From an optimization exercise on the open Yosys and OpenROAD flow, aimed at small area; shortcuts taken in it are not production practice. Only simulation tests tie the RTL to the original design; equivalence was not proved. Power and IR drop assume default switching activity.

==> inputs of job 1506 <==
==> flow/design.v (excerpt) <==
module uart (
    clk,
    reset,
    address,
    chipselect,
    writedata,
    readdata,
    write,
    read,
    uart_clk_out,
    uart_rx,
    uart_tx
);
    input   clk, reset;
    input            read, write, chipselect;
    input [2:0]      address;
    input [31:0]     writedata;
    output reg [31:0] readdata;
    input        uart_rx;
    output       uart_clk_out;
    output       uart_tx;
    reg [6:0]  STATUS;
    reg [31:0] CONTROL;
    reg [31:0] BRD;
    reg last_write;
    reg last_read;
    reg rdFIFO;
    reg W1C_STROBE;
    reg clr_rxo, clr_txo, clr_fe;
    wire [8:0] rx_head;
    wire [8:0] tx_word;
    wire [2:0] states_txfifo;
    wire [2:0] states_rxfifo;
    wire       FE;
    wire sel = chipselect;
    wire wr_data = write && sel && (address == 3'd0) && !last_write;
    wire wr_stat = write && sel && (address == 3'd1) && !W1C_STROBE;
    wire wr_ctrl = write && sel && (address == 3'd2);
    wire wr_brd  = write && sel && (address == 3'd3);
    wire rd_data = read && sel && (address == 3'd0) && !last_read;
    always @ (posedge clk or posedge reset)
    begin
        if (reset)
        begin
            last_write <= 1'b0;
            last_read  <= 1'b0;
        end
        else
        begin
            last_write <= write;
            last_read  <= read;
        end
    end
    always @ (posedge clk or posedge reset)
    begin
        if (reset)
        begin
            readdata <= 32'b0;
            rdFIFO   <= 1'b0;
        end
  ...
==> module uart, before the edit <==
module uart (
    clk,
    reset,
    address,
    chipselect,
    writedata,
    readdata,
    write,
    read,
    uart_clk_out,
    uart_rx,
    uart_tx
);
    input   clk, reset;
    input            read, write, chipselect;
    input [2:0]      address;
    input [31:0]     writedata;
    output reg [31:0] readdata;
    input        uart_rx;
    output       uart_clk_out;
    output       uart_tx;
    reg [6:0]  STATUS;
    reg [31:0] CONTROL;
    reg [31:0] BRD;
    reg last_write;
    reg last_read;
    reg rdFIFO;
    reg W1C_STROBE;
    reg clr_rxo, clr_txo, clr_fe;
    wire [8:0] rx_head;
    wire [8:0] tx_word;
    wire [2:0] states_txfifo;
    wire [2:0] states_rxfifo;
    wire       FE;
    wire sel = chipselect;
    wire wr_data = write && sel && (address == 3'd0) && !last_write;
    wire wr_stat = write && sel && (address == 3'd1) && !W1C_STROBE;
    wire wr_ctrl = write && sel && (address == 3'd2);
    wire wr_brd  = write && sel && (address == 3'd3);
    wire rd_data = read && sel && (address == 3'd0) && !last_read;
    always @ (posedge clk or posedge reset)
    begin
        if (reset)
        begin
            last_write <= 1'b0;
            last_read  <= 1'b0;
        end
        else
        begin
            last_write <= write;
            last_read  <= read;
        end
    end
    always @ (posedge clk or posedge reset)
    begin
        if (reset)
        begin
            readdata <= 32'b0;
            rdFIFO   <= 1'b0;
        end
        else
        begin
            rdFIFO <= rd_data;
            if (read && sel && (address == 3'd1))
                readdata <= {25'b0, STATUS};
            else if (read && sel && (address == 3'd2))
                readdata <= CONTROL;
            else if (read && sel && (address == 3'd3))
                readdata <= BRD;
            else if (rdFIFO)
                readdata <= {23'b0, states_rxfifo[2] ? 9'b0 : rx_head};
        end
    end
    always @ (posedge clk or posedge reset)
    begin
        if (reset)
            STATUS <= 7'b010_0100;
        else if (W1C_STROBE)
            STATUS <= STATUS & ~{clr_fe, 2'b00, clr_txo, 2'b00, clr_rxo};
        else
            STATUS <= {FE, states_txfifo, states_rxfifo};
    end
    always @ (posedge clk or posedge reset)
    begin
        if (reset)
        begin
            CONTROL    <= 32'd0;
            BRD        <= 32'b0;
            W1C_STROBE <= 1'b0;
            clr_rxo    <= 1'b0;
            clr_txo    <= 1'b0;
            clr_fe     <= 1'b0;
        end
        else
        begin
            W1C_STROBE <= wr_stat && (writedata[0] || writedata[3] || writedata[6] || writedata[7]);
            clr_rxo    <= wr_stat && writedata[0];
            clr_txo    <= wr_stat && writedata[3];
            clr_fe     <= wr_stat && writedata[6];
            if (wr_ctrl)
                CONTROL <= writedata;
            else
                CONTROL[4] <= uart_clk_out;
            if (wr_brd)
                BRD <= writedata;
        end
    end
    wire baud;
    reg  baud_q;
    BAUD_GEN baudGen
    (
        .clk    (clk),
        .enable (CONTROL[3]),
        .reset  (reset),
        .BRD    (BRD),
        .Nout   (baud)
    );
    assign uart_clk_out = baud;
    always @ (posedge clk or posedge reset)
    begin
        if (reset)
            baud_q <= 1'b0;
        else
            baud_q <= baud;
    end
    wire tick = baud && !baud_q;
    wire tx_take;
    reg  tx_take_q;
    reg  rd_tx_fifo;
    wire rx_done;
    reg  rx_done_q;
    reg  wr_rx_fifo;
    always @ (posedge clk or posedge reset)
    begin
        if (reset)
        begin
            tx_take_q   <= 1'b0;
            rd_tx_fifo  <= 1'b0;
            rx_done_q   <= 1'b0;
            wr_rx_fifo  <= 1'b0;
        end
        else
        begin
            tx_take_q   <= tx_take;
            rd_tx_fifo  <= tx_take_q;
            rx_done_q   <= rx_done;
            wr_rx_fifo  <= rx_done_q;
        end
    end
    transmitter tx
    (
        .clk        (clk),
        .reset      (reset),
        .tx_tick    (tick),
        .tx_request (STATUS[5]),
        .tx_data    (tx_word),
        .parityMode (CONTROL[2:1]),
        .wordSize   (CONTROL[0]),
        .tx_take    (tx_take),
        .tx_out     (uart_tx)
    );
    TXRING txfifo
    (
        .DataIn   (writedata[8:0]),
        .DataOut  (tx_word),
        .wreq     (wr_data),
        .read     (rd_tx_fifo),
        .clk      (clk),
        .reset    (reset),
        .states   (states_txfifo),
        .ClearOV  (clr_txo)
    );
    wire [8:0] received;
    reciever rx
    (
        .clk        (clk),
        .reset      (reset),
        .rx_tick    (tick),
        .parityMode (CONTROL[2:1]),
        .wordSize   (CONTROL[0]),
        .FE         (FE),
        .clearFE    (clr_fe),
        .rxIn_pin   (uart_rx),
        .rx_done    (rx_done),
        .rx_data    (received)
    );
    RXFIFO rxfifo
    (
        .DataIn   (received),
        .Head     (rx_head),
        .write    (wr_rx_fifo),
        .read     (rdFIFO),
        .clk      (clk),
        .reset    (reset),
        .states   (states_rxfifo),
        .ClearOV  (clr_rxo)
    );
endmodule
export LEC_CHECK = 0
export CAP_MARGIN = 20
export CORE_MARGIN = 2
export CORE_UTILIZATION = 65
export PLACE_DENSITY = 0.75
export SLEW_MARGIN = 20
create_clock -name core_clock -period 10.0 [get_ports {clk}]
standard.sh (not shown) runs the stock make flow with config.mk's settings and CLKGATE_MAP_FILE= SYNTH_SCRIPT=/design/flow/synth_recipe.tcl, a recipe that flattens the netlist after the stock synthesis.
==> flow/flow/run.sh <==
#!/bin/bash
# Own layout flow: the standard ORFS flow (standard.sh, the standard flow's synthesis
# script) with these changes:
#  - Yosys's ABC step maps for area (flow/abc_area.script in place of ORFS's
#    abc_speed.script; the registers are mapped before ABC and do not change);
#  - port buffers use the smallest buffer (buf_1) instead of clkdlybuf4s50_1;
#  - clock tree: clkbuf_8 leaf buffers, 18-sink clusters, no dummy loads.
set -euo pipefail
here=$(pwd)
rm -rf "$here/scripts"
cp -r "$FLOW_HOME/scripts" "$here/scripts"
cp "$here/flow/abc_area.script" "$here/scripts/abc_speed.script"
export SCRIPTS_DIR="$here/scripts"
export BUFFER_PORTS_ARGS="-buffer_cell sky130_fd_sc_hd__buf_1"
export CTS_ARGS="-sink_clustering_enable -repair_clock_nets -dont_use_dummy_load -buf_list sky130_fd_sc_hd__clkbuf_8 -sink_clustering_size 18 -sink_clustering_max_diameter 60"
bash standard.sh > standard_flow.log 2>&1
==> flow/flow/abc_area.script <==
strash
dch -f
amap
==> job 6596: changes against job 1506 <==
--- a/flow/design.v
+++ b/flow/design.v
@@ -48,97 +48,10 @@
         .reset  (reset),
         .N      (BRD),
         .Nout   (Nout)
     );
 endmodule
-module FIFO(
-        output reg [8:0] DataOut,
-        output     [8:0] Head,
-        input      [8:0] DataIn,
-        input            read, write, clk, reset, ClearOV,
-        output     [2:0] states
-        );
-        reg [4:0] top;
-        reg       OV;
-        reg [143:0] Stack;            
-        wire Empty = top[4];
-        wire Full  = (top == 5'd15);
-        assign states = {Empty, Full, OV};
-        assign Head = Stack[9*top[3:0] +: 9];
-        wire do_read  = read && !Empty;
-        wire do_write = write && !Full;
-        always @ (posedge clk)
-        begin
-            if (do_write)
-                Stack <= {Stack[134:0], DataIn};
-        end
-        always @ (posedge clk, posedge reset)
-        begin
-            if (reset) begin
-                DataOut <= 9'b0;
-                top     <= 5'b11111;
-                OV      <= 1'b0;
-            end
-            else begin
-                if (do_read)
-                    DataOut <= Head;
-                if (do_read && !do_write)
-                    top <= top - 1'b1;
-                else if (do_write && !do_read)
-                    top <= top + 1'b1;
-                if (write && Full)
-                    OV <= 1'b1;
-                else if (ClearOV)
-                    OV <= 1'b0;
-            end
-        end
-endmodule
-module TXFIFO(
-        output reg [8:0] DataOut,
-        input      [8:0] DataIn,
-        input            read, wreq, clk, reset, ClearOV,
-        output     [2:0] states
-        );
-        reg [4:0] top;                
-        reg       pend;
-        reg       ovset;
-        reg       OV;
-        reg [143:0] Stack;            
-        wire Empty = pend ? (top == 5'd0) : top[4];
-        wire Full  = !pend && (top == 5'd15);
-        assign states = {Empty, Full, OV};
-        wire do_read = read && !Empty;
-        wire shift   = wreq && !((top == 5'd15) && !do_read);
-        always @ (posedge clk)
-        begin
-            if (shift)
-                Stack <= {Stack[134:0], DataIn};
-            if (do_read)
-                DataOut <= Stack[9*top[3:0] +: 9];
-        end
-        always @ (posedge clk, posedge reset)
-        begin
-            if (reset) begin
-                top     <= 5'b11111;
-                pend    <= 1'b0;
-                ovset   <= 1'b0;
-                OV      <= 1'b0;
-            end
-            else begin
-                pend  <= shift;
-                ovset <= wreq && !shift;
-                if (do_read && !shift)
-                    top <= top - 1'b1;
-                else if (shift && !do_read)
-                    top <= top + 1'b1;
-                if (ovset)
-                    OV <= 1'b1;
-                else if (ClearOV)
-                    OV <= 1'b0;
-            end
-        end
-endmodule
 module RXFIFO(
         output     [8:0] Head,
         input      [8:0] DataIn,
         input            read, write, clk, reset, ClearOV,
         output     [2:0] states
@@ -153,11 +66,15 @@
         assign states = {Empty, Full, OV};
         wire do_read  = read && !Empty;
         wire do_write = write && !Full;
         wire [3:0] tail = hp + count[3:0];
         wire put = do_write ? (tail == 4'd15) : (pend && tail == 4'd0);
-        assign Head = (pend && count == 5'd1) ? DataIn : Ring[9*hp +: 9];
+        wire [8:0] even = Ring[18*hp[3:1] +: 9];
+        reg  [8:0] even_q;
+        always @ (posedge clk)
+            even_q <= even;
+        assign Head = (pend && count == 5'd1) ? DataIn : (hp[0] ? even_q : even);
         always @ (posedge clk)
         begin
             Ring <= {Ring[134:0], put ? DataIn : Ring[143:135]};
         end
         always @ (posedge clk, posedge reset)
@@ -183,11 +100,11 @@
                 else if (ClearOV)
                     OV <= 1'b0;
             end
         end
 endmodule
-module TXRING(
+module TXRING16(
         output reg [8:0] DataOut,
         input      [8:0] DataIn,
         input            read, wreq, clk, reset, ClearOV,
         output     [2:0] states
         );
@@ -195,47 +112,57 @@
         reg [8:0] held;               
         reg [3:0] hp;                 
         reg [4:0] count;              
         reg       inc;                
         reg       late;               
+        reg       wait_cp;            
         reg       ovset;
+        reg       cp;                 
         reg       OV;
         wire Empty = (count == 5'd0);
         wire Full  = count[4];
         assign states = {Empty, Full, OV};
         wire do_read = read && !Empty;
         wire take    = wreq && !(Full && !do_read);
         wire [3:0] tail = hp + count[3:0];
-        wire       put  = (take && tail[0]) || late;
-        wire [8:0] word = late ? held : DataIn;
-        wire [2:0] pq   = tail[3:1] + 1'b1;       
+        wire grab  = (do_read && hp == 4'd15) || (cp && hp == 4'd0);
+        wire clash = (do_read || cp) && !grab && (tail == hp + do_read - 1'b1);
+        wire put_now  = take && tail[0] && !clash;
+        wire put_held = late || (wait_cp && grab);
+        wire [8:0] word = put_held ? held : DataIn;
+        wire [2:0] pq   = put_held && !late ? 3'd0 : tail[3:1] + 1'b1;
         integer q;
         always @ (posedge clk)
         begin
-            held <= DataIn;
+            if (take)
+                held <= DataIn;
             Ring <= {Ring[134:0], Ring[143:135]};
             for (q = 0; q < 8; q = q + 1)
-                if (put && pq == q)
+                if ((put_now || put_held) && pq == q[2:0])
                     Ring[18*q +: 9] <= word;
-            if (do_read)
-                DataOut <= Ring[9*hp +: 9];
+            if (grab)
+                DataOut <= Ring[143:135];
         end
         always @ (posedge clk, posedge reset)
         begin
             if (reset) begin
-                hp    <= 4'd0;
-                count <= 5'd0;
-                inc   <= 1'b0;
-                late  <= 1'b0;
-                ovset <= 1'b0;
-                OV    <= 1'b0;
+                hp      <= 4'd0;
+                count   <= 5'd0;
+                inc     <= 1'b0;
+                late    <= 1'b0;
+                wait_cp <= 1'b0;
+                ovset   <= 1'b0;
+                cp      <= 1'b0;
+                OV      <= 1'b0;
             end
             else begin
-                inc   <= take;
-                late  <= take && !tail[0];
-                ovset <= wreq && !take;
-                hp    <= hp + 1'b1 + do_read;
+                inc     <= take;
+                late    <= take && !tail[0] && !clash;
+                wait_cp <= (take && clash) || (wait_cp && !grab);
+                ovset   <= wreq && !take;
+                hp      <= hp + 1'b1 + do_read;
+                cp      <= (do_read && hp != 4'd15) || (cp && hp != 4'd0);
                 if (do_read && !inc)
                     count <= count - 1'b1;
                 else if (inc && !do_read)
                     count <= count + 1'b1;
                 if (ovset)
@@ -322,12 +249,16 @@
     input       wordSize,          
     output reg  FE,                
     input       clearFE,
     input       rxIn_pin,          
     output      rx_done,           
-    output reg [8:0] rx_data       
+    output     [8:0] rx_data       
     );
+    reg [6:0] rx_lo;       
+    reg       rx_b7;       
+    reg       rx_b8;       
+    assign rx_data = {rx_b8, rx_b7, rx_lo};
     parameter FINDFALLINGEDGE = 4'd0,
               VERIFYSTART     = 4'd1,
               B0              = 4'd2,
               B6              = 4'd8,
               B7              = 4'd9,
@@ -366,28 +297,28 @@
                 maj <= rxIn_pin;
         end
         if (decide)
         begin
             if (state >= B0 && state <= B6)
-                rx_data[6:0] <= {maj, rx_data[6:1]};
+                rx_lo <= {maj, rx_lo[6:1]};
             if ((state == B6 && !wordSize && !parity) ||
                 (state == B7 && !parity))
-                rx_data[8] <= 1'b0;
+                rx_b8 <= 1'b0;
             if (state == BP)
-                rx_data[8] <= maj;
+                rx_b8 <= maj;
         end
     end
     always @ (posedge clk or posedge reset)
     begin
         if (reset)
-            rx_data[7] <= 1'b0;
+            rx_b7 <= 1'b0;
         else if (decide)
         begin
             if (state == B6 && !wordSize && !parity)
-                rx_data[7] <= 1'b0;
+                rx_b7 <= 1'b0;
             if (state == B7)
-                rx_data[7] <= maj;
+                rx_b7 <= maj;
         end
     end
     always @ (posedge clk or posedge reset)
     begin
         if (reset)
@@ -605,11 +536,11 @@
         .parityMode (CONTROL[2:1]),
         .wordSize   (CONTROL[0]),
         .tx_take    (tx_take),
         .tx_out     (uart_tx)
     );
-    TXRING txfifo
+    TXRING16 txfifo
     (
         .DataIn   (writedata[8:0]),
         .DataOut  (tx_word),
         .wreq     (wr_data),
         .read     (rd_tx_fifo),
==> flow/flow/abc_area.script (replaced) <==
strash
dch -f
amap -A 10 -F 3
==> job 5684: changes against job 1506 <==
--- a/flow/design.v
+++ b/flow/design.v
@@ -135,118 +135,10 @@
                 else if (ClearOV)
                     OV <= 1'b0;
             end
         end
 endmodule
-module RXFIFO(
-        output     [8:0] Head,
-        input      [8:0] DataIn,
-        input            read, write, clk, reset, ClearOV,
-        output     [2:0] states
-        );
-        reg [143:0] Ring;             
-        reg [3:0] hp;                 
-        reg [4:0] count;              
-        reg       pend;               
-        reg       OV;
-        wire Empty = (count == 5'd0);
-        wire Full  = count[4];
-        assign states = {Empty, Full, OV};
-        wire do_read  = read && !Empty;
-        wire do_write = write && !Full;
-        wire [3:0] tail = hp + count[3:0];
-        wire put = do_write ? (tail == 4'd15) : (pend && tail == 4'd0);
-        assign Head = (pend && count == 5'd1) ? DataIn : Ring[9*hp +: 9];
-        always @ (posedge clk)
-        begin
-            Ring <= {Ring[134:0], put ? DataIn : Ring[143:135]};
-        end
-        always @ (posedge clk, posedge reset)
-        begin
-            if (reset) begin
-                hp    <= 4'd0;
-                count <= 5'd0;
-                pend  <= 1'b0;
-                OV    <= 1'b0;
-            end
-            else begin
-                hp <= hp + 1'b1 + do_read;
-                if (do_read && !do_write)
-                    count <= count - 1'b1;
-                else if (do_write && !do_read)
-                    count <= count + 1'b1;
-                if (do_write)
-                    pend <= (tail != 4'd15);
-                else if (tail == 4'd0)
-                    pend <= 1'b0;
-                if (write && Full)
-                    OV <= 1'b1;
-                else if (ClearOV)
-                    OV <= 1'b0;
-            end
-        end
-endmodule
-module TXRING(
-        output reg [8:0] DataOut,
-        input      [8:0] DataIn,
-        input            read, wreq, clk, reset, ClearOV,
-        output     [2:0] states
-        );
-        reg [143:0] Ring;             
-        reg [8:0] held;               
-        reg [3:0] hp;                 
-        reg [4:0] count;              
-        reg       inc;                
-        reg       late;               
-        reg       ovset;
-        reg       OV;
-        wire Empty = (count == 5'd0);
-        wire Full  = count[4];
-        assign states = {Empty, Full, OV};
-        wire do_read = read && !Empty;
-        wire take    = wreq && !(Full && !do_read);
-        wire [3:0] tail = hp + count[3:0];
-        wire       put  = (take && tail[0]) || late;
-        wire [8:0] word = late ? held : DataIn;
-        wire [2:0] pq   = tail[3:1] + 1'b1;       
-        integer q;
-        always @ (posedge clk)
-        begin
-            held <= DataIn;
-            Ring <= {Ring[134:0], Ring[143:135]};
-            for (q = 0; q < 8; q = q + 1)
-                if (put && pq == q)
-                    Ring[18*q +: 9] <= word;
-            if (do_read)
-                DataOut <= Ring[9*hp +: 9];
-        end
-        always @ (posedge clk, posedge reset)
-        begin
-            if (reset) begin
-                hp    <= 4'd0;
-                count <= 5'd0;
-                inc   <= 1'b0;
-                late  <= 1'b0;
-                ovset <= 1'b0;
-                OV    <= 1'b0;
-            end
-            else begin
-                inc   <= take;
-                late  <= take && !tail[0];
-                ovset <= wreq && !take;
-                hp    <= hp + 1'b1 + do_read;
-                if (do_read && !inc)
-                    count <= count - 1'b1;
-                else if (inc && !do_read)
-                    count <= count + 1'b1;
-                if (ovset)
-                    OV <= 1'b1;
-                else if (ClearOV)
-                    OV <= 1'b0;
-            end
-        end
-endmodule
 module transmitter (
     input       clk,
     input       reset,
     input       tx_tick,           
     input       tx_request,        
@@ -605,11 +497,11 @@
         .parityMode (CONTROL[2:1]),
         .wordSize   (CONTROL[0]),
         .tx_take    (tx_take),
         .tx_out     (uart_tx)
     );
-    TXRING txfifo
+    TXFIFO txfifo
     (
         .DataIn   (writedata[8:0]),
         .DataOut  (tx_word),
         .wreq     (wr_data),
         .read     (rd_tx_fifo),
@@ -630,13 +522,14 @@
         .clearFE    (clr_fe),
         .rxIn_pin   (uart_rx),
         .rx_done    (rx_done),
         .rx_data    (received)
     );
-    RXFIFO rxfifo
+    FIFO rxfifo
     (
         .DataIn   (received),
+        .DataOut  (),
         .Head     (rx_head),
         .write    (wr_rx_fifo),
         .read     (rdFIFO),
         .clk      (clk),
         .reset    (reset),
CAP_MARGIN = 0   (was 20)
SLEW_MARGIN = 0   (was 20)
==> job 3602: changes against job 1506 <==
--- a/flow/design.v
+++ b/flow/design.v
@@ -243,10 +243,78 @@
                 else if (ClearOV)
                     OV <= 1'b0;
             end
         end
 endmodule
+module TXRING17(
+        output reg [8:0] DataOut,
+        input      [8:0] DataIn,
+        input            read, wreq, clk, reset, ClearOV,
+        output     [2:0] states
+        );
+        reg [152:0] Ring;             
+        reg [8:0] held;               
+        reg [4:0] hp;                 
+        reg [4:0] count;              
+        reg       inc;                
+        reg       late;               
+        reg       ovset;
+        reg       cp;                 
+        reg       OV;
+        wire Empty = (count == 5'd0);
+        wire Full  = count[4];
+        assign states = {Empty, Full, OV};
+        wire do_read = read && !Empty;
+        wire take    = wreq && !(Full && !do_read);
+        wire [5:0] tsum = hp + count;
+        wire [4:0] tail = (tsum >= 6'd17) ? tsum - 6'd17 : tsum[4:0];
+        wire       odd  = tail[0] || (tail == 5'd16);
+        wire       put  = (take && odd) || late;
+        wire [8:0] word = late ? held : DataIn;
+        wire [4:0] pq   = (tail == 5'd16) ? 5'd0 : tail + 1'b1;
+        wire [5:0] hsum = hp + 1'b1 + do_read;
+        wire [4:0] hp_n = (hsum >= 6'd17) ? hsum - 6'd17 : hsum[4:0];
+        wire grab = (do_read && hp == 5'd16) || (cp && hp == 5'd0);
+        integer q;
+        always @ (posedge clk)
+        begin
+            held <= DataIn;
+            Ring <= {Ring[143:0], Ring[152:144]};
+            for (q = 0; q <= 16; q = q + 2)
+                if (put && pq == q)
+                    Ring[9*q +: 9] <= word;
+            if (grab)
+                DataOut <= Ring[152:144];
+        end
+        always @ (posedge clk, posedge reset)
+        begin
+            if (reset) begin
+                hp    <= 5'd0;
+                count <= 5'd0;
+                inc   <= 1'b0;
+                late  <= 1'b0;
+                ovset <= 1'b0;
+                cp    <= 1'b0;
+                OV    <= 1'b0;
+            end
+            else begin
+                inc   <= take;
+                late  <= take && !odd;
+                ovset <= wreq && !take;
+                hp    <= hp_n;
+                cp    <= (do_read && hp != 5'd16) || (cp && hp != 5'd0);
+                if (do_read && !inc)
+                    count <= count - 1'b1;
+                else if (inc && !do_read)
+                    count <= count + 1'b1;
+                if (ovset)
+                    OV <= 1'b1;
+                else if (ClearOV)
+                    OV <= 1'b0;
+            end
+        end
+endmodule
 module transmitter (
     input       clk,
     input       reset,
     input       tx_tick,           
     input       tx_request,        
@@ -605,11 +673,11 @@
         .parityMode (CONTROL[2:1]),
         .wordSize   (CONTROL[0]),
         .tx_take    (tx_take),
         .tx_out     (uart_tx)
     );
-    TXRING txfifo
+    TXRING17 txfifo
     (
         .DataIn   (writedata[8:0]),
         .DataOut  (tx_word),
         .wreq     (wr_data),
         .read     (rd_tx_fifo),
GPL_ROUTABILITY_DRIVEN = 0   (was default)
GPL_TIMING_DRIVEN = 0   (was default)
==> summary of the runs <==
Count of clock-buffer cells in the layout is the same in job 3602 and job 6596. In clock power, job 3602 and job 6596 hardly differ. The lowest register-to-register slack belongs to job 3602, the highest to job 6596. In job 3602 the flip-flop and latch count is higher than in job 1506, by 11. Global-route usage: job 6596 < job 5684 < job 3602 < job 1506. Cell area: job 5684 > job 1506 > job 3602 > job 6596. Between job 6596 and job 1506, the lower utilization is in job 1506 (gap 0.30 points). Job 3602 finished with timing, DRC and antenna clean. Job 5684 completed with no timing, DRC or antenna violations. Job 1506 passed the timing, design-rule and antenna checks. Job 6596 ran to the end with no violations.
==> figures <==
| quantity | job 1506 | job 3602 | job 6596 | job 5684 |
|---|---|---|---|---|
| Final nets | 1798 | 1763 | 1645 | 1592 |
| Run status | complete, no violations | complete, no violations | complete, no violations | complete, no violations |
| Finished Core Util | 0.712 | 0.722 | 0.715 | 0.706 |
| Non-clock inverter instance count of the final layout | 155 | 154 | 153 | 130 |
| Total met2 wirelength after detailed routing | 20500 um | 18300 um | 16400 um | 19400 um |
| Number of sinks handled by clock tree synthesis | 508 | 519 | 519 | 489 |
| Initial antenna violation count | 0 | 3 | 1 | 4 |
| WP data arrival | 5900 ps | 7060 ps | 5400 ps | 5560 ps |
| Largest net degree at the start of global routing | 131 | 75 | 133 | 117 |
| Global router's overall resource usage | 0.299 | 0.274 | 0.261 | 0.263 |
| Sequential share of the synthesized area | 0.622 | 0.643 | 0.672 | 0.710 |
| Top-count cell post-synth | sky130_fd_sc_hd__dfxtp_1 | sky130_fd_sc_hd__dfxtp_1 | sky130_fd_sc_hd__dfxtp_1 | sky130_fd_sc_hd__edfxtp_1 |
| Tap cell count | 378 | 341 | 335 | 390 |
| Net count of the mapped netlist | 1661 | 1632 | 1520 | 1463 |
| Post-Layout Cell Count | 2094 | 2017 | 1894 | 1913 |
| Final hold slack | 296 ps | 324 ps | 297 ps | 335 ps |

-- separate check: timing with driven ports --
Ports are ideal in the flow. The routed layouts listed here were re-timed in OpenROAD. Step 1 sets driving cells, clkbuf_16 on the clock port and buf_2 on the other inputs (assumed; they add their load-dependent delay and slew). Step 2, shift: input delay + t, output delay - t, t = (earliest + latest rising clock arrival at the registers) / 2. This alone moves slack from input paths to output paths. a / b / c = ideal / step 1 / step 2; a / b = the first two.
run | shift t [ns] | slack for setup (ns) | worst register clock-pin slew, ns | worst data-port slew with drivers (ns)
job 1506 | 0.602 | 4.565 / 4.565 / 4.565 | 0.11 / 0.11 | 0.08
job 6596 | 0.594 | 5.085 / 5.085 / 4.658 | 0.11 / 0.11 | 0.06
job 5684 | 0.597 | 4.929 / 4.929 / 4.601 | 0.11 / 0.11 | 0.08
job 3602 | 0.578 | 3.406 / 3.406 / 3.406 | 0.11 / 0.11 | 0.08
After both steps setup and hold are still met in every run listed. For job 6596, which loses most, drivers alone change the setup slack by 0.000 ns; drivers and shift together by -0.427 ns.
